This design comes from an exercise in tuning for small area on the open sky130 flow, not from production work.
Function was checked by simulation only, so behaviour that the tests miss may differ from the original.
No activity file was given, so power comes from the tool's default toggle rates.

--- design/flow/design.v ---
`default_nettype none
module debounce (
	input  wire clk,
	input  wire rst,
	input  wire in,
	output reg  v,
	output wire rel         
);
	reg  [6:0] c;
	wire       done = c[5] & c[4] & c[3] & c[1];    
	wire       run  = !rst && (in != v) && !done;
	assign rel = run && v;
	always @(posedge clk) begin
		c <= run ? {c[5:0], ~(c[6] ^ c[0])} : 7'd0;
		v <= !rst && (v ^ done);
	end
endmodule
module keyhold (
	input  wire clk,
	input  wire rst,
	input  wire v,
	output wire press,
	output reg  hold
);
	reg  [10:0] h;
	reg         prev;
	wire        on  = !rst && v;
	wire        hit = h[10] & h[8] & h[6] & h[5] & h[3] & h[2] & h[1] & h[0];  
	always @(posedge clk) begin
		h    <= on ? {h[9:0], ~(h[10] ^ h[8])} : 11'd0;
		prev <= on;
		hold <= on && (hold || hit);
	end
	assign press = prev && !v;
endmodule
`default_nettype none
module sseg7 (input wire [3:0] d, output wire [6:0] s);
	wire [15:0] oh = 16'd1 << d;
	assign s[0] = |(oh & 16'h2812);
	assign s[1] = |(oh & 16'hd860);
	assign s[2] = |(oh & 16'hd004);
	assign s[3] = |(oh & 16'h8692);
	assign s[4] = |(oh & 16'h02ba);
	assign s[5] = |(oh & 16'h208e);
	assign s[6] = |(oh & 16'h1083);
endmodule
module add3(input wire [3:0] i, output wire [3:0] o);
  assign o = (i >= 4'd5) ? i + 4'd3 : i;
endmodule
module disp_decimal (
	input  wire [7:0] value,
	input  wire       enable,
	input  wire       non_signed,
	output wire [6:0] disp_dec0,
	output wire [6:0] disp_dec1,
	output wire [6:0] disp_dec2,
	output wire [6:0] disp_dec3
);
	wire       neg = value[7] && !non_signed;
	wire [7:0] mag = neg ? -value : value;
	wire [3:0] a1,a2,a3,a4,a5,a6,a7;
	add3 m1(.i({1'b0,mag[7:5]}), .o(a1));
	add3 m2(.i({a1[2:0],mag[4]}), .o(a2));
	add3 m3(.i({a2[2:0],mag[3]}), .o(a3));
	add3 m4(.i({a3[2:0],mag[2]}), .o(a4));
	add3 m5(.i({a4[2:0],mag[1]}), .o(a5));
	add3 m6(.i({1'b0,a1[3],a2[3],a3[3]}), .o(a6));
	add3 m7(.i({a6[2:0],a4[3]}), .o(a7));
	wire [3:0] u = {a5[2:0], mag[0]};
	wire [3:0] t = {a7[2:0], a5[3]};
	wire [1:0] hd = {a6[3], a7[3]};
	wire ge10  = |hd || |t;
	wire ge100 = |hd;
	wire [6:0] su, st, sh;
	sseg7 e0 (.d(u),  .s(su));
	sseg7 e1 (.d(t),  .s(st));
	assign sh = hd[1] ? 7'b010_0100 : 7'b111_1001;
	localparam [6:0] BLANK = 7'b111_1111, MINUS = 7'b011_1111;
	assign disp_dec0 = !enable ? BLANK : su;
	assign disp_dec1 = !enable ? BLANK : (ge10 ? st : neg ? MINUS : BLANK);
	assign disp_dec2 = !enable ? BLANK : ge100 ? sh : (neg && ge10) ? MINUS : BLANK;
	assign disp_dec3 = (enable && neg && ge100) ? MINUS : BLANK;
endmodule
`default_nettype none
module top (
	input	wire		CLOCK_50,
	input	wire		rst,
	input 	wire [9:0] 	SW,
	input 	wire [3:0] 	KEY,
	output 	wire [9:0] 	LEDR,
	output 	wire [6:0] 	HEX0,
	output 	wire [6:0] 	HEX1,
	output 	wire [6:0] 	HEX2,
	output 	wire [6:0] 	HEX3,
	output 	wire [6:0] 	HEX4,
	output 	wire [6:0] 	HEX5
);
	wire clk = CLOCK_50;
	reg [3:0] k1, k2, k3, k4;
	always @(posedge clk)
		if (rst) begin
			k1 <= 4'd0; k2 <= 4'd0; k3 <= 4'd0; k4 <= 4'd0;
		end else begin
			k1 <= ~KEY; k2 <= k1; k3 <= k2; k4 <= k3;
		end
	reg r9a, r9b, t8a, t8b;
	always @(posedge clk)
		if (rst) begin
			r9a <= 1'b0; r9b <= 1'b0;
		end else begin
			r9a <= ~SW[9]; r9b <= r9a;
		end
	always @(posedge clk) begin
		t8a <= SW[8]; t8b <= t8a;
	end
	wire dresetn;           
	wire turbo;
	debounce deb_r (.clk(clk), .rst(rst), .in(r9b), .v(dresetn), .rel());
	wire crst = rst || !dresetn;
	debounce deb_t (.clk(clk), .rst(crst), .in(t8b), .v(turbo), .rel());
	wire [3:0] kv, fall, hold, krel;
	genvar i;
	generate
		for (i = 0; i < 4; i = i + 1) begin : key
			debounce deb (.clk(clk), .rst(rst), .in(k4[i]), .v(kv[i]), .rel(krel[i]));
			keyhold  kh  (.clk(clk), .rst(rst), .v(kv[i]), .press(fall[i]), .hold(hold[i]));
		end
	endgenerate
	wire hold_any = |hold;
	reg [5:0] ecnt;
	wire eslow = ecnt[3] & ecnt[2] & ecnt[1];
	always @(posedge clk)
		if (crst || eslow) ecnt <= 6'd0;
		else ecnt <= {ecnt[4:0], ~(ecnt[5] ^ ecnt[0])};
	wire en = turbo || eslow;
	reg [6:0] ip;
	reg [7:0] r0, r1, r2, r3, dout, rnd, dinp, swz;
	reg       dld;
	reg [3:0] size;        
	reg [5:0] flag;        
	reg       gout7, gout5, g7, ns;
	always @(posedge clk)
		if (krel[3]) swz <= SW[7:0];
	wire [8:0]  sum  = r0 + r1;
	wire        uadd_ovf = sum[8];
	wire        sadd_ovf = (r0[7] == r1[7]) && (sum[7] != r0[7]);
	reg  [7:0] mh, ml;
	reg  [3:0] mst;
	reg        muo;
	wire       mwr = en && (ip == 7'd14 || ip == 7'd15 || ip == 7'd27 || ip == 7'd28 ||
	                        ip == 7'd39 || ip == 7'd44 || ip == 7'd46 || ip == 7'd52 ||
	                        ip == 7'd57 || ip == 7'd59 || ip == 7'd68 || ip == 7'd69 ||
	                        ip == 7'd73);
	wire       mshift = !mst[3];
	wire       mcor   = mst[3] && !mst[1];        
	wire       mbit   = r1[mst[2:0]];
	wire       selA   = mshift ? mbit : (mst[0] ? r1[7] : 1'b0);
	wire       selB   = !mshift && !mst[0] && r0[7];
	wire [7:0] maddend = {8{!mshift}} ^ ({8{selA}} & r0 | {8{selB}} & r1);
	wire [8:0] madd   = {1'b0, mh} + {1'b0, maddend} + {8'd0, !mshift};
	always @(posedge clk)
		if (crst || mwr) begin
			mst <= 4'd0;
			mh  <= 8'd0;
		end else if (mshift) begin
			mst <= mst + 4'd1;
			mh  <= madd[8:1];
			ml  <= {madd[0], ml[7:1]};
		end else if (mcor) begin
			mst <= mst + 4'd1;
			mh  <= madd[7:0];
			if (!mst[0]) muo <= (mh != 8'd0);
		end
	wire [7:0] prod_lo  = ml;
	wire       umul_ovf = muo;
	wire       smul_ovf = (mh != {8{ml[7]}});
	wire aovf = (ip == 7'd39 && sadd_ovf) || (ip == 7'd52 && uadd_ovf) ||
	            (ip == 7'd44 && smul_ovf) || (ip == 7'd57 && umul_ovf);
	wire sovf = (ip == 7'd31) && size[0];
	wire sz_le1 = (size[3:1] == 3'd0);
	wire sz_0   = (size == 4'd0);
	reg       jt;           
	reg [6:0] tgt;
	reg       atc;          
	reg [2:0] abit;
	always @(*) begin
		jt = 1'b0; tgt = 7'd6; atc = 1'b0; abit = 3'd0;
		case (ip)
			7'd5 : begin jt = 1'b1; tgt = 7'd6; end
			7'd9 : begin jt = 1'b1; tgt = 7'd84; end
			7'd16: begin atc = 1'b1; abit = 3'd5; jt = flag[5]; tgt = 7'd17; end
			7'd17: begin jt = size[3]; tgt = 7'd23; end
			7'd18: begin jt = sz_0; tgt = 7'd21; end
			7'd20, 7'd22, 7'd24, 7'd33, 7'd35, 7'd61, 7'd80, 7'd83:
			       begin jt = 1'b1; tgt = 7'd6; end
			7'd26: begin atc = 1'b1; abit = 3'd5; jt = flag[5]; tgt = 7'd27; end
			7'd32: begin jt = sz_0; tgt = 7'd34; end
			7'd37, 7'd50, 7'd66: begin jt = sz_le1; tgt = 7'd6; end
			7'd40, 7'd45, 7'd53, 7'd58: begin jt = 1'b1; tgt = 7'd27; end
			7'd43: begin jt = sz_le1; tgt = 7'd46; end
			7'd48: begin jt = 1'b1; tgt = 7'd6; end
			7'd56: begin jt = sz_le1; tgt = 7'd59; end
			7'd64: begin jt = 1'b1; tgt = 7'd12; end
			7'd71: begin jt = size[2]; tgt = 7'd75; end
			7'd72: begin jt = size[3]; tgt = 7'd77; end
			7'd74, 7'd76: begin jt = 1'b1; tgt = 7'd78; end
			7'd79: begin atc = 1'b1; abit = 3'd5; jt = flag[5]; tgt = 7'd80; end
			7'd85: begin atc = 1'b1; abit = 3'd3; jt = flag[3]; tgt = 7'd10; end
			7'd86: begin atc = 1'b1; abit = 3'd2; jt = flag[2]; tgt = 7'd25; end
			7'd87: begin atc = 1'b1; abit = 3'd1; jt = flag[1]; tgt = ns ? 7'd49 : 7'd36; end
			7'd88: begin atc = 1'b1; abit = 3'd0; jt = flag[0]; tgt = ns ? 7'd54 : 7'd41; end
			7'd89: begin jt = 1'b1; tgt = 7'd84; end
			7'd91: begin atc = 1'b1; abit = 3'd3; jt = flag[3]; tgt = 7'd62; end
			7'd92: begin atc = 1'b1; abit = 3'd2; jt = flag[2]; tgt = 7'd65; end
			7'd93: begin atc = 1'b1; abit = 3'd1; jt = flag[1]; tgt = 7'd84; end
			7'd94: begin atc = 1'b1; abit = 3'd0; jt = flag[0]; tgt = 7'd81; end
			7'd95: begin jt = 1'b1; tgt = 7'd90; end
			default: ;
		endcase
	end
	always @(posedge clk)
		if (crst) ip <= 7'd0;
		else if (en && jt) ip <= tgt;
		else if (gout7 && hold_any) ip <= 7'd90;
		else if (en) ip <= ip + 7'd1;
	always @(posedge clk)
		if (crst) begin
			r0 <= 8'd0; r1 <= 8'd0; r2 <= 8'd0; r3 <= 8'd0;
		end else if (en)
			case (ip)
				7'd1 : size <= 4'd0;
				7'd3, 7'd34, 7'd47, 7'd60: dout <= 8'd0;
				7'd11: dout <= dinp;
				7'd12: r3 <= r2;
				7'd13: r2 <= r1;
				7'd14: r1 <= r0;
				7'd15: r0 <= dout;
				7'd19: size <= {size[2:0], 1'b0};
				7'd21: size <= 4'd1;
				7'd27, 7'd68: r0 <= r1;
				7'd28, 7'd69: r1 <= r2;
				7'd29, 7'd70: r2 <= r3;
				7'd30, 7'd67, 7'd78: dout <= r0;
				7'd31: size <= {1'b0, size[3:1]};
				7'd39, 7'd52: r1 <= sum[7:0];
				7'd44, 7'd57: r1 <= prod_lo;
				7'd46, 7'd59: r0 <= 8'd0;
				7'd63: dout <= rnd;
				7'd73: r1 <= dout;
				7'd75: r2 <= dout;
				7'd77: r3 <= dout;
				default: ;
			endcase
	reg [5:0] flag_n;
	always @(*) begin
		flag_n = flag;
		if (en) begin
			case (ip)
				7'd2, 7'd38, 7'd42, 7'd51, 7'd55, 7'd82: flag_n = 6'd0;
				7'd23: flag_n[5] = ~flag[5];
				default: ;
			endcase
			if (atc) flag_n[abit] = 1'b0;
		end
		flag_n = flag_n | {sovf, aovf, fall};
	end
	always @(posedge clk)
		if (crst) flag <= 6'd0;
		else flag <= flag_n;
	wire gclr = en && (ip == 7'd0 || ip == 7'd10 || ip == 7'd25 || ip == 7'd36 ||
	                   ip == 7'd41 || ip == 7'd49 || ip == 7'd54 || ip == 7'd62 ||
	                   ip == 7'd65 || ip == 7'd81);
	wire gset = en && (ip == 7'd6);
	always @(posedge clk)
		if (crst) begin
			gout7 <= 1'b0; gout5 <= 1'b0; g7 <= 1'b0;
		end else begin
			if (gclr || gset) begin
				gout7 <= gset; g7 <= 1'b0; gout5 <= 1'b0;
			end
			if (en && ip == 7'd7) g7 <= 1'b1;
			if (gout7) gout5 <= ns;
		end
	always @(posedge clk)
		if (crst) begin
			rnd <= 8'd0; dinp <= 8'd0; dld <= 1'b0; ns <= 1'b0;
		end else begin
			rnd  <= rnd + 8'd1;
			dld  <= fall[3] && gout7;
			if (dld) dinp <= swz;
			if (hold_any && fall[1]) ns <= ~ns;
		end
	assign LEDR[5:0] = {gout5, 1'b0, size & {4{g7}}};
	assign LEDR[6] = hold_any;
	assign LEDR[7] = flag[4];
	assign LEDR[8] = flag[5];
	assign LEDR[9] = en;
	disp_decimal dec (
		.value(dout), .enable(gout7), .non_signed(ns),
		.disp_dec0(HEX0), .disp_dec1(HEX1), .disp_dec2(HEX2), .disp_dec3(HEX3)
	);
	sseg7 hx0 (.d(ip[3:0]), .s(HEX4));
	sseg7 hx1 (.d({1'b0, ip[6:4]}), .s(HEX5));
endmodule
--- design/flow/flow/run.sh ---
#!/bin/bash
# Own layout flow: the standard synthesis; then the combinational logic of
# its netlist re-mapped by ABC for area, with every register kept as it is
# (same cell, same name); then the standard layout from floorplan to
# finish, with a clock tree of smaller buffers. If the re-mapped netlist cannot
# be proven equal to the standard one, the standard netlist is laid out.
set -euo pipefail
WORK=$(pwd)
R=$WORK/orfs/results/$FLOW_PLATFORM/top/base
YOSYS=$FLOW_HOME/../tools/install/yosys/bin/yosys
export RESYN_LIB=$FLOW_HOME/platforms/$FLOW_PLATFORM/lib/sky130_fd_sc_hd__tt_025C_1v80.lib
export RESYN_MAP=$WORK/cellmap.v

bash standard.sh synth > $WORK/flow_synth.log 2>&1
cp $R/1_2_yosys.v $WORK/std_synth.v

# Three ABC runs with different seeds; the smallest netlist that is proven
# equal to the standard one is laid out.
python3 $WORK/flow/genmap.py $RESYN_LIB $RESYN_MAP > $WORK/flow_genmap.log 2>&1 || true
resyn() {
	local k=$1
	RESYN_IN=$WORK/std_synth.v RESYN_OUT=$WORK/resynth$k.raw.v RESYN_SCRIPT=$WORK/flow/abc$k.script \
		$YOSYS -c $WORK/flow/resynth.tcl > $WORK/flow_resynth$k.log 2>&1 &&
	python3 $WORK/flow/fixports.py $WORK/resynth$k.raw.v $WORK/resynth$k.v > $WORK/flow_fixports$k.log 2>&1 &&
	EQ_GOLD=$WORK/std_synth.v EQ_GATE=$WORK/resynth$k.v \
		$YOSYS -c $WORK/flow/eqv.tcl > $WORK/flow_equiv$k.log 2>&1 &&
	grep "Chip area" $WORK/resynth$k.raw.v.stat | awk '{print $NF}' > $WORK/resynth$k.area
}
for k in 0 1 2; do resyn $k & done
wait || true
best=""; bestarea=""
for k in 0 1 2; do
	if [[ -s $WORK/resynth$k.area ]]; then
		a=$(cat $WORK/resynth$k.area)
		if [[ -z "$best" ]] || python3 -c "import sys; sys.exit(0 if $a < $bestarea else 1)"; then
			best=$k; bestarea=$a
		fi
	fi
done
if [[ -n "$best" ]]; then
	echo "using re-mapped netlist $best, area $bestarea" > $WORK/flow_choice.log
	cp $WORK/resynth$best.v $R/1_2_yosys.v
	rm -f $R/1_synth.odb $R/1_synth.sdc
else
	echo "re-mapping failed; using the standard netlist" > $WORK/flow_choice.log
fi

# Clock tree of clkbuf_4 without dummy loads; the port buffers that the
# standard flow adds are buf_1 cells (the resizer upsizes them if needed).
CTS="CTS_ARGS=$(cat $WORK/flow/cts_args)"
BUFP="BUFFER_PORTS_ARGS=-inputs -outputs -buffer_cell sky130_fd_sc_hd__buf_1"
bash standard.sh "$CTS" "$BUFP" finish > $WORK/flow_layout.log 2>&1
--- design/flow/flow/abc0.script ---
strash
&get -n
&deepsyn -T 60 -S 1
&put
dch -f
amap
--- design/flow/flow/abc1.script ---
strash
&get -n
&deepsyn -T 60 -S 8
&put
dch -f
amap
--- design/flow/flow/abc2.script ---
strash
&get -n
&deepsyn -T 60 -S 15
&put
dch -f
amap
--- design/flow/flow/cts_args ---
-sink_clustering_enable -repair_clock_nets -buf_list sky130_fd_sc_hd__clkbuf_4 -root_buf sky130_fd_sc_hd__clkbuf_4 -dont_use_dummy_load
--- design/flow/flow/eqv.tcl ---
# Prove the re-mapped netlist equal to the standard one (same registers).
set lib $::env(RESYN_LIB)
yosys read_liberty -ignore_miss_func -ignore_miss_dir $lib
yosys read_verilog $::env(EQ_GOLD)
yosys rename top gold
yosys read_verilog $::env(EQ_GATE)
yosys rename top gate
yosys hierarchy -check
yosys flatten
yosys opt_clean
yosys equiv_make gold gate eq
yosys hierarchy -top eq
yosys equiv_simple -seq 2
yosys equiv_induct -seq 2
yosys equiv_status -assert
--- design/flow/flow/fixports.py ---
# Connect output ports straight to their drivers in a Yosys-written netlist:
# "assign PORT = {...};" lines become net renames, buffers (a net that drives
# several port bits) and tie cells (constant port bits).
import re, sys
src, dst = sys.argv[1], sys.argv[2]
txt = open(src).read()
m = re.search(r'module\s+top\s*\((.*?)\);', txt, re.S)
widths = {}
for d in re.finditer(r'^\s*(input|output)\s+(?:\[(\d+):(\d+)\]\s+)?(\w+)\s*;', txt, re.M):
    hi = int(d.group(2)) if d.group(2) else 0
    widths[d.group(4)] = (d.group(1), hi)
def items(rhs):
    rhs = rhs.strip()
    if rhs.startswith('{'):
        rhs = rhs[1:-1]
    out = []
    for it in [x.strip() for x in rhs.split(',')]:
        c = re.fullmatch(r"(\d+)'([bh])([0-9a-fA-F]+)", it)
        if c:
            n = int(c.group(1)); v = int(c.group(3), 2 if c.group(2) == 'b' else 16)
            out += [("const", (v >> k) & 1) for k in reversed(range(n))]
        else:
            out.append(("net", it))
    return out
renames = {}; extra = []; k = 0
def bitname(port, i, hi):
    return f"{port}[{i}]" if hi > 0 or widths[port][1] > 0 else port
lines = []
for line in txt.split('\n'):
    a = re.fullmatch(r'\s*assign\s+(\w+)\s*=\s*(.+?)\s*;\s*', line)
    if not a:
        lines.append(line); continue
    port, rhs = a.group(1), a.group(2)
    assert port in widths and widths[port][0] == 'output', line
    hi = widths[port][1]
    its = items(rhs)
    assert len(its) == hi + 1, line
    for pos, (kind, v) in enumerate(its):
        bit = bitname(port, hi - pos, hi)
        k += 1
        if kind == 'const':
            pin = 'HI' if v else 'LO'
            extra.append(f"  sky130_fd_sc_hd__conb_1 tieport_{k} (.{pin}({bit}));")
        elif re.fullmatch(r'_\d+_', v) and v not in renames:
            renames[v] = bit
        else:
            extra.append(f"  sky130_fd_sc_hd__buf_1 portbuf_{k} (.A({renames.get(v, v)}), .X({bit}));")
body = '\n'.join(lines)
for old, new in renames.items():
    body = re.sub(r'^\s*wire\s+' + re.escape(old) + r'\s*;\s*\n', '', body, flags=re.M)
    body = re.sub(r'(?<![\w\\$])' + re.escape(old) + r'(?!\w)', new, body)
body = body.replace('endmodule', '\n'.join(extra) + '\nendmodule', 1)
assert 'assign' not in body
assert not re.search(r"\(\s*\d+'[bh][01]+\s*\)", body), 'constant pin connection left'
open(dst, 'w').write(body)
print('renamed', len(renames), 'extra cells', len(extra))
--- design/flow/flow/genmap.py ---
# Write a Yosys techmap file giving every combinational cell of the liberty
# file its logic function: genmap.py LIB OUT
import re,sys
lib=open(sys.argv[1]).read()
cells=re.split(r'\n\s*cell\s*\(\s*"?',lib)[1:]
out=[]
for c in cells:
    name=re.match(r'([\w]+)',c).group(1)
    if re.search(r'\b(ff|latch|statetable)\s*\(',c): continue
    pins=[]
    for m in re.finditer(r'\n\s*pin\s*\(\s*"?(\w+)"?\s*\)\s*\{',c):
        body=c[m.end():]
        # find end of pin group by brace matching
        depth=1;i=0
        while depth>0:
            if body[i]=='{':depth+=1
            elif body[i]=='}':depth-=1
            i+=1
        body=body[:i]
        d=re.search(r'direction\s*:\s*"?(\w+)"?',body)
        f=re.search(r'\bfunction\s*:\s*"([^"]*)"',body)
        tri=re.search(r'three_state',body)
        pins.append((m.group(1),d.group(1) if d else None,f.group(1) if f else None,bool(tri)))
    outs=[p for p in pins if p[1]=='output']
    ins=[p for p in pins if p[1]=='input']
    if not outs or any(p[2] is None or p[3] for p in outs): continue
    if 'lpflow' in name or 'probe' in name: continue
    def conv(e):
        e=e.replace('!','~').replace('+','|')
        e=re.sub(r"(\w+)'",r"~\1",e)
        return e
    ports=[p[0] for p in ins]+[p[0] for p in outs]
    s=f"module {name}({', '.join(ports)});\n"
    for p in ins: s+=f"  input {p[0]};\n"
    for p in outs: s+=f"  output {p[0]};\n  assign {p[0]} = {conv(p[2])};\n"
    s+="endmodule\n"
    out.append(s)
open(sys.argv[2],'w').write('\n'.join(out))
print(len(out))
--- design/flow/flow/resynth.tcl ---
set lib $::env(RESYN_LIB)
yosys read_liberty -lib -ignore_miss_dir $lib
yosys read_verilog $::env(RESYN_IN)
yosys hierarchy -top top
# every combinational cell becomes plain logic; registers stay as they are
yosys techmap -map $::env(RESYN_MAP)
yosys techmap
yosys opt -purge
yosys abc -liberty $lib -script $::env(RESYN_SCRIPT) -dont_use *probe* -dont_use *lpflow* -dont_use *clkbuf* -dont_use *clkinv* -dont_use *dly*
yosys rename -enumerate
yosys opt_clean -purge
yosys splitnets
yosys opt_clean -purge
yosys rename -enumerate
yosys tee -o $::env(RESYN_OUT).stat stat -liberty $lib
yosys write_verilog -noattr -noexpr -nohex -nodec $::env(RESYN_OUT)
--- design/flow/standard.sh ---
#!/bin/bash
# synth_recipe.tcl (not shown) runs the flow's synth.tcl, then flattens the netlist and writes it again
# the make line also repeats each setting of config.mk as NAME=value (left out here)
make -C /OpenROAD-flow-scripts/flow DESIGN_CONFIG=/design/flow/config.mk WORK_HOME=/design/flow/orfs CLKGATE_MAP_FILE= SYNTH_SCRIPT=/design/flow/synth_recipe.tcl "${@:-finish}"
--- design/flow/config.mk ---
export PLATFORM = sky130hd
export DESIGN_NAME = top
export DESIGN_NICKNAME = top
export VERILOG_FILES = /design/flow/design.v
export SDC_FILE = /design/flow/constraint.sdc
export NUM_CORES = 4
export LEC_CHECK = 0
export CAP_MARGIN = 20
export CORE_MARGIN = 2
export CORE_UTILIZATION = 40
export SLEW_MARGIN = 20
--- design/flow/constraint.sdc ---
create_clock -name core_clock -period 12.0 [get_ports {CLOCK_50}]
set_input_delay 2.4000 -clock core_clock [delete_from_list [all_inputs] [get_ports {CLOCK_50}]]
set_output_delay 2.4000 -clock core_clock [all_outputs]
set_load 0.01 [all_outputs]
==> impl_metrics.toml, run 1 <==
[run_status]
outcome = "complete, no violations"

[final_layout]
largest_register_ffs = 44
drive_gt1_share_pct = 5.37
syn2layout_area_growth_pct = 11.8
nFillCells = 2599
multiInputGateArea_um2 = 4450
largest-register = "key.kh.h"
nets = 1415
post-route-util_pct = 45.2
reg.largest.list = "key.kh.h x44, key.deb.c x28"
seq_area_um2 = 4950

[global_routing]
antenna_found_initial = 1
grt_first_pass_wirelength_mm = 47.2
grt_usage_pct = 22.5
gr-total-overflow = 0
first_global_vias = 9010
grt_max_degree = 47

[synthesis]
yosys_warnings = 3
syn_avg_cell_area_um2 = 8.01
syn_area_um2 = 10100
synthCells = 1265
syn_nets = 1281

[worst_setup_path]
critPathLaunchType = "flop"
worstSetupPathType = "reg -> out"
cp-end-kind = "output port"
slowest_stage = "edfxtp_1"
crit_required_ps = 9600
critPathMostFrequentCell = "inv_1"
path_max_fanout = 10
slowest_delay_ps = 610
crit_arrival_ps = 6000

[route]
firstDrtPassIters = 8
vias = 9624
drc = 0
drtAntennaViolNets = 0
drt_iter0_markers = 977
wire_per_inst_um = 17.3
wirelength_mm = 29.9
vias_per_cell = 5.57

[die]
io_pins = 68
die_area_um2 = 26600
start_util_pct = 40.5
fp-row-count = 58
design.core.area_um2 = 25000
die_w_um = 163
die-height_um = 163

[clock_tree]
clk_latency_ps = 710
cts_setup_buffers = 0
cts_root_buf = "clkbuf_4"
clk_path_buf_depth = 3
htree_levels = 2
cts_hold_buf = 0
cts_buffers = 60
cts_sinks = 233
tritoncts = "built"
cts.reportedPaths.clkPinSlew_ps = 60
cts_resized = 0

[sta]
worst_slew_pin_slew_ps = 1110
finalSetupViolations = 0
hold_viol_final = 0
max_freq_ghz = 0.119
fin_crit_sh_pct = 70.0
slew_headroom_pct = 25.7
rsz0062_at_grt = "false"
finalCriticalPeriod_ps = 8400
whs_ps = 309
slew_violations = 0
clock_skew_ps = 122
finalSetupTns_ps = 0

[worst_hold_path]
hold_path_class = "reg -> reg"

[run]
drv_cap = 0

[power]
finalPower_mw = 1.30
ir_drop_v = 0.0000833
powerDensity_nw_per_um2 = 115
leakagePower_nw = 3.98

[place]
numPortBuffers = 59
gp_congestion = 0.936
dp_hpwl_mm = 22.0
## routing by layer
metal / global-route usage, % / wire length (µm)
met5: 0 / 0
met4: 10.4 / 1130
met3: 4.90 / 2530
met2: 34.4 / 13100
met1: 30.2 / 13200
## final timing paths
path / startpoint / to / slack [ps] / cells after the start
worst max-delay path: dout[7] / HEX0[2] / 3600 / 28
worst min-delay path: t8a / t8b / 310 / 0
worst max register to register: ip[2] / mh[4] / 6680 / 16
worst min register to register: t8a / t8b / 310 / 0
## critical path, delay by kind of cell (launching register included)
family	cells	cell delay [ps]
AOI/OAI and AO/OA	10	2150
and+or+nand+nor	9	1300
DFF	1	610
buffers and inverters	9	1340
## cell type report
class / count / share of cell area, %
Tap cell: 330 / 3.65
Inverter: 192 / 6.36
Sequential cell: 233 / 43.7
Antenna cell: 1 / 0.0221
Multi-Input combinational cell: 838 / 39.3
Timing Repair Buffer: 74 / 2.95
Clock buffer: 60 / 3.98
## cells in the final DEF (no fill, tap or decap), types with 9 or more instances in the layout
master	count
a211oi_1	18
o21a_1	17
buf_1	59
dfxtp_1	204
nor4_1	12
a21oi_1	45
or2_0	10
nand3_1	13
a222oi_1	9
and3_1	40
nor2_1	256
a31oi_1	19
nand2_1	93
edfxtp_1	29
a22oi_1	17
o21ai_0	84
o22ai_1	44
buf_4	15
o32ai_1	17
clkbuf_4	60
o221ai_1	20
nor2b_1	21
inv_1	192
nor3_1	28
## report_power, final
group	switching (mW)	internal (mW)	total, mW
Clock	0.273	0.225	0.497
Combinational	0.00656	0.00293	0.00949
Sequential	0.000602	0.791	0.791
Total	0.280	1.02	1.30
## metrics by stage
stage	instances	setup WS, ps	cell area, µm²
after global placement	1667	4450	10900
final	1728	3600	11300
after CTS	1727	3660	11300
after floorplan	1265	5320	10100
after detailed placement	1667	4350	10900
after global routing	1728	2930	11300
==> inputs of run 2 (changes only) <==
--- a/design/flow/design.v
+++ b/design/flow/design.v
@@ -225,7 +225,5 @@
 		else if (en) ip <= ip + 7'd1;
 	always @(posedge clk)
-		if (crst) begin
-			r0 <= 8'd0; r1 <= 8'd0; r2 <= 8'd0; r3 <= 8'd0;
-		end else if (en)
+		if (en)
 			case (ip)
 				7'd1 : size <= 4'd0;
@@ -265,7 +263,9 @@
 		flag_n = flag_n | {sovf, aovf, fall};
 	end
-	always @(posedge clk)
-		if (crst) flag <= 6'd0;
-		else flag <= flag_n;
+	always @(posedge clk) begin
+		if (crst) flag[5:4] <= 2'd0;
+		else flag[5:4] <= flag_n[5:4];
+		flag[3:0] <= flag_n[3:0];
+	end
 	wire gclr = en && (ip == 7'd0 || ip == 7'd10 || ip == 7'd25 || ip == 7'd36 ||
 	                   ip == 7'd41 || ip == 7'd49 || ip == 7'd54 || ip == 7'd62 ||
--- a/design/flow/flow/run.sh
+++ b/design/flow/flow/run.sh
@@ -46,5 +46,6 @@
 fi
 
-# Clock tree of clkbuf_4 without dummy loads; the port buffers that the
+# Clock tree of clkbuf_4 in clusters of at most 8 registers, without dummy
+# loads; the port buffers that the
 # standard flow adds are buf_1 cells (the resizer upsizes them if needed).
 CTS="CTS_ARGS=$(cat $WORK/flow/cts_args)"
==> design/flow/flow/cts_args (replaced) <==
-sink_clustering_enable -repair_clock_nets -buf_list sky130_fd_sc_hd__clkbuf_4 -root_buf sky130_fd_sc_hd__clkbuf_4 -sink_clustering_size 8 -sink_clustering_max_diameter 50 -dont_use_dummy_load
==> run 2 against run 1 <==
Sequential power up 2%. Register-to-register slack better by 100 ps. Cell count down 6.7%. Flip-flop and latch count unchanged. Worst setup slack worse by 1100 ps. Total power down 6.8%. Critical endpoint is now HEX1[0]. Largest cell class unchanged.
==> impl_metrics.toml, run 2 <==
[final_layout]
reg.largest.list = "key.kh.h x44, key.deb.c x28"
drive_gt1_share_pct = 3.90
largest-register = "key.kh.h"
nets = 1300
finalInstanceArea_um2 = 11100
syn2layout_area_growth_pct = 9.90
mostFrequentLayoutCell = "nor2_1"
nFillCells = 2609
layout_common_cells = "nor2_1 (244), dfxtp_1 (172), inv_1 (164), nand2_1 (94), edfxtp_1 (61)"
multiInputGateArea_um2 = 4180
largest_register_ffs = 44
seq_area_um2 = 5280
post-route-util_pct = 44.3

[worst_hold_path]
hold_path_class = "reg -> reg"
min_to = "t8b"
min_path_cells = 0
hold_path_startpoint = "t8a"

[clock_tree]
tritoncts = "built"
cts.reportedPaths.clkPinSlew_ps = 90
cts_hold_buf = 0
clk_latency_ps = 650
cts_setup_buffers = 0
clk_path_buf_depth = 3
cts_buffers = 37
cts_root_buf = "clkbuf_4"
cts_resized = 0
htree_levels = 2
cts_sinks = 233

[route]
drc = 0
drt_iter0_markers = 855
vias = 8922
vias_per_cell = 5.53
drtAntennaViolNets = 0
firstDrtPassIters = 6
wirelength_mm = 27.0
wire_per_inst_um = 16.8

[global_routing]
grt_util_met2_pct = 32.5
grt_max_degree = 46
met3_usage_pct = 3.31
gr-total-overflow = 0
antenna_found_initial = 1
grt_first_pass_wirelength_mm = 43.5
first_global_vias = 8403
grt_usage_pct = 20.4
use_met1_pct = 28.2
grt-busiest-layer = "met2"

[run_status]
outcome = "complete, no violations"

[place]
dp_hpwl_mm = 20.0
place_area_um2 = 10800
numPortBuffers = 59
gp_congestion = 0.987
dp_slack_ps = 3290

[worst_setup_path]
slowest_stage = "o31ai_1"
crit_arrival_ps = 7140
worstReg2RegEnd = "mh[6]"
r2r-start = "ip[1]"
crit_required_ps = 9600
path_max_fanout = 6
worstSetupPathType = "reg -> out"
reg2regPathDepth = 17
cp-end-kind = "output port"
slowest_delay_ps = 550
critPathLaunchType = "flop"
rrSetupSlack_ps = 6780

[die]
fp-row-count = 58
die_area_um2 = 26500
die-height_um = 163
io_pins = 68
die_w_um = 163
design.core.area_um2 = 25000
start_util_pct = 40.3

[run]
drv_cap = 0

[sta]
rsz0062_at_grt = "false"
clock_skew_ps = 101
finalSetupTns_ps = 0
slew_violations = 0
finalCriticalPeriod_ps = 9540
hold_viol_final = 0
fin_crit_sh_pct = 79.5
max_freq_ghz = 0.105
slew_headroom_pct = 30.8
finalSetupViolations = 0
worst_slew_pin_slew_ps = 1030
setup_ws_ps = 2460

[power]
powerDensity_nw_per_um2 = 109
leakagePower_nw = 4.12
ir_drop_v = 0.0000988

[synthesis]
synthCells = 1177
syn_nets = 1193
syn_area_um2 = 10100
yosys_warnings = 3
syn_avg_cell_area_um2 = 8.56
## run 2: cell types whose count changed in the layout (fill, tap and decap cells not counted), moves of 8 or more
cell / change
a22oi_1: -11
o22ai_1: -14
a32o_1: +8
o21ai_0: -26
nor2_1: -12
dfxtp_1: -32
edfxtp_1: +32
a222oi_1: +11
clkbuf_4: -23
inv_1: -28
a31oi_1: -13
## run 2: how the worst max path moves through the flow
stage / depth (start not counted) / slack, ps / end / from
after global routing: 29 / 1720 / HEX1[0] / dout[7]
after detailed placement: 29 / 3290 / HEX1[0] / dout[7]
after floorplan: 29 / 4340 / HEX0[5] / dout[7]
final: 29 / 2460 / HEX1[0] / dout[7]
after CTS: 29 / 2590 / HEX1[0] / dout[7]
after global placement: 29 / 3440 / HEX1[0] / dout[7]
## run 2: stage by stage
stage	power (mW)	hold slack, ps	std cells
after floorplan	0.828	310	1177
after global placement	0.833	313	1575
after detailed placement	0.833	314	1575
after CTS	1.23	353	1612
after global routing	1.26	371	1613
final	1.21	346	1613
## run 2: area by class of cell
type	count	area share, %
diodes	1	0.0226
clock buffers	37	2.51
inverters	164	5.56
multi-input cells	778	37.8
flip-flops and latches	233	47.7
well taps	330	3.73
repair buffers	70	2.75
## run 2: worst max-delay path: cells and delay by family, from the launching register on
family,cells,cell delay (ps)
AO/OA/AOI/OAI,17,4420
buffers and inverters,8,920
AND/OR/NAND/NOR,4,800
flip-flops,1,390
## run 2: power breakdown
part	internal, mW	switching [mW]
clock network	0.142	0.253
logic	0.00314	0.00636
registers	0.804	0.000838
total	0.949	0.260
## run 2: routing by layer
layer,vias to the layer above,part of all wire [%]
met3,56,7.4
met4,0,2.4
met5,-,0
li1,4365,-
met2,350,45
met1,4151,45
==> inputs of run 3 (changes only) <==
--- a/design/flow/config.mk
+++ b/design/flow/config.mk
@@ -9,3 +9,4 @@
 export CORE_MARGIN = 2
 export CORE_UTILIZATION = 40
+export GPL_TIMING_DRIVEN = 0
 export SLEW_MARGIN = 20
==> run 3 against run 2 <==
Still clean on timing, DRC and antenna. Hold slack lost 1.2 ps. Flip-flop and latch count is the same. Utilization decreased by 0.14 points. Sequential share of layout area grew 0.15 points. Clock power increased by 1%. Non-clock buffer count shrank 6. Worst setup slack improved by 1100 ps. Clock skew down 23 ps. Cell count increased by 0.74%. Global-route usage shrank 0.061 points. Via count fell by 1.1%. Total power is 0.47% higher. Critical path type unchanged. Critical endpoint is now HEX0[6]. Highest routed layer unchanged.
==> impl_metrics.toml, run 3 <==
[run_status]
outcome = "complete, no violations"

[place]
place_inst = 1586
place_area_um2 = 10700
numPortBuffers = 59
gp_congestion = 0.972
dp_hpwl_mm = 19.5

[route]
wirelength_mm = 26.7
drc = 0
wire_per_inst_um = 16.5
vias = 8822
drtAntennaViolNets = 0
drt_iter0_markers = 663
vias_per_cell = 5.43
firstDrtPassIters = 7

[sta]
max_freq_ghz = 0.119
finalSetupTns_ps = 0
slew_headroom_pct = 35.2
hold_viol_final = 0
finalCriticalPeriod_ps = 8390
rsz0062_at_grt = "false"
fin_crit_sh_pct = 70.0
slew_violations = 0
worst_slew_pin_slew_ps = 961
clock_skew_ps = 77.4
finalSetupViolations = 0
whs_ps = 345

[worst_setup_path]
crit_required_ps = 9600
cp-end-kind = "output port"
worstSetupPathType = "reg -> out"
crit_arrival_ps = 5990
crit_family = "compound AO/OA/AOI/OAI gates"
slowest_stage = "edfxtp_1"
worst-path-buf-inv = 7
slowest_delay_ps = 560
critPathLaunchType = "flop"
critPathMostFrequentCell = "inv_1"
path_max_fanout = 10

[global_routing]
antenna_found_initial = 1
first_global_vias = 8406
grt_max_degree = 46
grt_first_pass_wirelength_mm = 43.0
grt_usage_pct = 20.3
gr-total-overflow = 0

[synthesis]
synthCells = 1195
syn_nets = 1211
syn_area_um2 = 10100
yosys_warnings = 3
syn_avg_cell_area_um2 = 8.42

[final_layout]
fin_cells = 1625
mostFrequentLayoutCell = "nor2_1"
largest_register_ffs = 44
syn2layout_area_growth_pct = 9.69
largest-register = "key.kh.h"
layout_common_cells = "nor2_1 (239), inv_1 (172), dfxtp_1 (172), nand2_1 (91), o21ai_0 (87)"
drive_gt1_share_pct = 3.48
finalInstanceArea_um2 = 11000
post-route-util_pct = 44.2
reg.largest.list = "key.kh.h x44, key.deb.c x28"
nets = 1312

[die]
start_util_pct = 40.3
die_area_um2 = 26400
fp-row-count = 58
die_w_um = 163
design.core.area_um2 = 25000
io_pins = 68
die-height_um = 163

[clock_tree]
tritoncts = "built"
cts_resized = 0
cts_root_buf = "clkbuf_4"
cts_setup_buffers = 0
htree_levels = 2
clk_latency_ps = 650
cts_hold_buf = 0
cts_buffers = 37
cts_sinks = 233
cts.reportedPaths.clkPinSlew_ps = 80
clk_path_buf_depth = 3

[power]
leakagePower_nw = 4.06
p_comb_share_pct = 0.9
clkPwrFrac_pct = 32.8
p_sw_uw = 264
sequentialPowerShare_pct = 66.3
ir_drop_v = 0.0000905
p_int_uw = 951
p_sw_share_pct = 21.8
powerDensity_nw_per_um2 = 110

[worst_hold_path]
hold_path_class = "reg -> reg"

[run]
drv_cap = 0
## run 3: cell types whose count changed in the layout (fill, tap and decap cells not counted), moves of 7 or more
cell,previous run,this run
o21ai_0,58,87
a222oi_1,20,10
buf_4,11,2
a22oi_1,6,14
inv_1,164,172
o221ai_1,15,23
nor4_1,19,12
## run 3: cell type report
class | instances | area (µm²)
Fill cell | 2585 | 13900
Sequential cell | 233 | 5280
Multi-Input combinational cell | 788 | 4150
Inverter | 172 | 646
Tap cell | 330 | 413
Clock buffer | 37 | 278
Timing Repair Buffer | 62 | 265
Buffer | 2 | 7.51
Antenna cell | 1 | 2.50
## run 3: worst paths after layout
check        slack (ps)    start  endpoint  cells after the start
min                 350      t8a       t8b                      0
min reg2reg         350      t8a       t8b                      0
max                3610  dout[7]   HEX0[6]                     26
max reg2reg        6780    ip[0]     mh[7]                     20
## run 3: per-stage QoR
stage	worst slack, ps	total power [mW]
after global placement	4370	0.833
after CTS	3560	1.23
after global routing	2860	1.26
final	3610	1.21
after floorplan	5300	0.829
after detailed placement	4260	0.834
## run 3: layer usage
metal / routed length (µm) / track usage, % / vias up / share of wire (%)
li1: - / - / 4378 / -
met1: 12000 / 26.5 / 4094 / 45
met2: 12100 / 33.0 / 276 / 45
met3: 1650 / 4.23 / 74 / 6.2
met4: 936 / 8.41 / 0 / 3.5
met5: 0 / 0 / - / 0
## run 3: power groups by stage
stage	registers, mW	clock network (mW)	logic, mW
2_1_floorplan	0.824	0	0.00524
5_1_grt	0.806	0.443	0.0120
3_5_place_dp	0.824	0	0.00971
6_report	0.806	0.399	0.0106
4_1_cts	0.806	0.415	0.00973
3_3_place_gp	0.824	0	0.00953
==> inputs of run 4 (changes only) <==
--- a/design/flow/flow/run.sh
+++ b/design/flow/flow/run.sh
@@ -15,6 +15,6 @@
 cp $R/1_2_yosys.v $WORK/std_synth.v
 
-# Three ABC runs with different seeds; the smallest netlist that is proven
-# equal to the standard one is laid out.
+# Eight ABC runs (different seeds and mappings, four at a time); the smallest
+# netlist that is proven equal to the standard one is laid out.
 python3 $WORK/flow/genmap.py $RESYN_LIB $RESYN_MAP > $WORK/flow_genmap.log 2>&1 || true
 resyn() {
@@ -27,8 +27,10 @@
 	grep "Chip area" $WORK/resynth$k.raw.v.stat | awk '{print $NF}' > $WORK/resynth$k.area
 }
-for k in 0 1 2; do resyn $k & done
+for k in 0 1 2 3; do resyn $k & done
+wait || true
+for k in 4 5 6 7; do resyn $k & done
 wait || true
 best=""; bestarea=""
-for k in 0 1 2; do
+for k in 0 1 2 3 4 5 6 7; do
 	if [[ -s $WORK/resynth$k.area ]]; then
 		a=$(cat $WORK/resynth$k.area)
==> design/flow/flow/abc1.script (replaced) <==
strash
&get -n
&deepsyn -T 60 -S 12
&put
dch -f
amap
strash
dch -f
amap
==> design/flow/flow/abc2.script (replaced) <==
strash
&get -n
&deepsyn -T 60 -S 23
&put
dch -f
amap
==> design/flow/flow/abc3.script (new file) <==
strash
&get -n
&deepsyn -T 60 -S 34
&put
dch -f
amap
strash
dch -f
amap
==> design/flow/flow/abc4.script (new file) <==
strash
&get -n
&deepsyn -T 60 -S 45
&put
dch -f
amap
==> design/flow/flow/abc5.script (new file) <==
strash
&get -n
&deepsyn -T 60 -S 56
&put
dch -f
amap
strash
dch -f
amap
==> design/flow/flow/abc6.script (new file) <==
strash
&get -n
&deepsyn -T 60 -S 67
&put
dch -f
amap
==> design/flow/flow/abc7.script (new file) <==
strash
&get -n
&deepsyn -T 60 -S 78
&put
dch -f
amap
strash
dch -f
amap
==> run 4 against run 3 <==
Clock power fell by 3%. Register-to-register slack lost 460 ps. Via count rose by 0.61%. Critical endpoint is now HEX0[2]. Critical path type unchanged.
==> impl_metrics.toml, run 4 <==
[route]
vias_per_cell = 5.59
vias = 8876
drt_iter0_markers = 1044
firstDrtPassIters = 7
drtAntennaViolNets = 0
wire_per_inst_um = 16.5
wirelength_mm = 26.3
drc = 0

[die]
die_area_um2 = 26400
io_pins = 68
die_w_um = 162
start_util_pct = 41.0
die-height_um = 162
design.core.area_um2 = 24500
fp-row-count = 57

[global_routing]
gr-total-overflow = 0
antenna_found_initial = 1
grt_first_pass_wirelength_mm = 42.2
grt_max_degree = 46
first_global_vias = 8264
grt_usage_pct = 19.8

[final_layout]
largest_register_ffs = 44
largest-register = "key.kh.h"
mostFrequentLayoutCell = "nor2_1"
post-route-util_pct = 45.0
layout_common_cells = "nor2_1 (218), dfxtp_1 (172), inv_1 (162), nand2_1 (88), edfxtp_1 (61)"
nets = 1280
reg.largest.list = "key.kh.h x44, key.deb.c x28"
syn2layout_area_growth_pct = 9.52
drive_gt1_share_pct = 3.33
fin_cells = 1587

[synthesis]
synthCells = 1164
yosys_warnings = 3
syn_area_um2 = 10000
syn_nets = 1180
syn_avg_cell_area_um2 = 8.63

[worst_setup_path]
slowest_stage = "dfxtp_1"
path_max_fanout = 9
slowest_delay_ps = 610
cp-end-kind = "output port"
path_cells = "inv_1 -> nor3_1 -> a21oi_1 -> o22ai_1 -> nor2_1 -> nor2_1 -> nand2_1 -> o21ai_0 -> inv_1 -> o221ai_1 -> o21ai_0 -> inv_1 -> a22oi_1 -> a22oi_1 -> o221ai_1 -> nand2_1 -> nand2_1 -> o21ai_0 -> nand2_1 -> nor2_1 -> nor3_1 -> o22ai_1 -> nor2b_1 -> buf_1"
worstSetupPathType = "reg -> out"
path_depth = 24
crit_family = "compound AO/OA/AOI/OAI gates"
reg2regPathDepth = 18
critPathLaunchType = "flop"
crit_required_ps = 9600
critPathMostFrequentCell = "nand2_1"
worst-path-buf-inv = 4
crit_arrival_ps = 6580

[clock_tree]
tritoncts = "built"
cts_buffers = 37
cts_root_buf = "clkbuf_4"
htree_levels = 2
cts_resized = 0
cts_setup_buffers = 0
clk_path_buf_depth = 3
cts.reportedPaths.clkPinSlew_ps = 80
cts_sinks = 233
cts_hold_buf = 0
clk_latency_ps = 620

[run]
drv_cap = 0

[place]
dp_hpwl_mm = 19.1
numPortBuffers = 59
dp_slack_ps = 3760
gp_congestion = 0.982
place_inst = 1547

[sta]
rsz0062_at_grt = "false"
hold_viol_final = 0
slew_headroom_pct = 25.5
max_freq_ghz = 0.111
fin_crit_sh_pct = 74.8
worst_slew_pin_slew_ps = 1110
finalSetupViolations = 0
finalCriticalPeriod_ps = 8980
slew_violations = 0
clock_skew_ps = 71.1
finalSetupTns_ps = 0
setup_ws_ps = 3020

[power]
p_sw_share_pct = 21.2
finalPower_mw = 1.21
clkPwrFrac_pct = 32.2
sequentialPowerShare_pct = 66.8
leakagePower_nw = 4.08
p_comb_share_pct = 0.9
p_int_uw = 952
ir_drop_v = 0.0000835
powerDensity_nw_per_um2 = 110
p_sw_uw = 256

[worst_hold_path]
min_path_cells = 0
hold_path_class = "reg -> reg"

[run_status]
outcome = "complete, no violations"
-- run 4: changes by cell type in the layout (fill, tap and decap cells not counted), sizes merged, moves of 6 or more --
cell | previous run | this run
and3 | 37 | 43
or3 | 1 | 7
a31oi | 8 | 19
a22oi | 14 | 8
inv | 172 | 162
a21oi | 52 | 41
o211ai | 3 | 12
a32o | 2 | 9
nor2 | 241 | 218
o21ai | 88 | 62
a222oi | 10 | 24
o221ai | 23 | 17
-- run 4: worst paths after layout --
| path | startpoint | endpoint | slack, ps |
|---|---|---|---|
| min reg2reg | t8a | t8b | 330 |
| max | ns | HEX0[2] | 3020 |
| min | t8a | t8b | 330 |
| max reg2reg | ip[2] | mh[4] | 6320 |
-- run 4: through the flow --
stage	hold slack (ps)	instance area [µm²]
3_5_place_dp	316	10700
2_1_floorplan	310	10000
3_3_place_gp	316	10700
5_1_grt	338	11000
6_report	330	11000
4_1_cts	335	10900
-- run 4: layout make-up --
cell class                      instances  area [µm²]
Fill cell                            2389       13500
Sequential cell                       233        5280
Multi-Input combinational cell        766        4160
Inverter                              163         612
Tap cell                              324         405
Clock buffer                           37         278
Timing Repair Buffer                   61         255
Buffer                                  2        7.51
Antenna cell                            1        2.50
-- run 4: worst register-to-register path, stage by stage (launching register included) --
cell and delay (ps):
dfxtp_1 460, inv_1 370, nor2_1 140, inv_1 170, nor2_1 70, inv_1 140, nor2_1 120, inv_1 190
nor2_1 80, nor2_1 360, inv_1 230, or4_1 640, nand2_1 130, o21ai_1 310, nor3_1 530, inv_1 190
nor2_1 810, inv_1 330, o221ai_1 270
-- run 4: metal layers --
| layer | up-vias | GRT usage, % | part of all wire [%] |
|---|---|---|---|
| li1 | 4360 | - | - |
| met1 | 4065 | 26.5 | 45 |
| met2 | 366 | 30.4 | 43 |
| met3 | 85 | 4.00 | 7.5 |
| met4 | 0 | 9.90 | 4.5 |
| met5 | - | 0 | 0 |
-- run 4: power by group through the flow --
stage / sequential (mW) / combinational [mW] / clock [mW]
final: 0.807 / 0.0112 / 0.389
after global routing: 0.808 / 0.0126 / 0.447
after CTS: 0.807 / 0.0103 / 0.410
after detailed placement: 0.825 / 0.0103 / 0
after global placement: 0.825 / 0.0102 / 0
after floorplan: 0.825 / 0.00538 / 0

[afterwards: timing with drivers on the ports]
Ports are ideal in the flow. The routed layouts listed here were re-timed in OpenROAD. Step 1 sets driving cells, clkbuf_16 on the clock port and buf_2 on the other inputs (assumed; they add their load-dependent delay and slew). Step 2 also shifts input and output timing later by t, the mid clock arrival at the registers, as if the neighbouring blocks saw the same clock. Three values: ideal ports, drivers, drivers and shift; two values: the first two.
run	shift t [ns]	slack for setup (ns)	clock arrival spread, ns	worst register clock-pin slew, ns	worst data-port slew with drivers (ns)
run 1	0.694	3.601 / 3.562 / 4.255	0.122 / 0.123	0.07 / 0.07	0.03
run 2	0.639	2.460 / 2.418 / 3.057	0.100 / 0.100	0.10 / 0.10	0.04
run 3	0.649	3.605 / 3.566 / 4.215	0.078 / 0.077	0.10 / 0.10	0.03
run 4	0.622	3.021 / 2.984 / 3.606	0.072 / 0.072	0.10 / 0.10	0.04
After both steps every run listed still meets setup and hold.
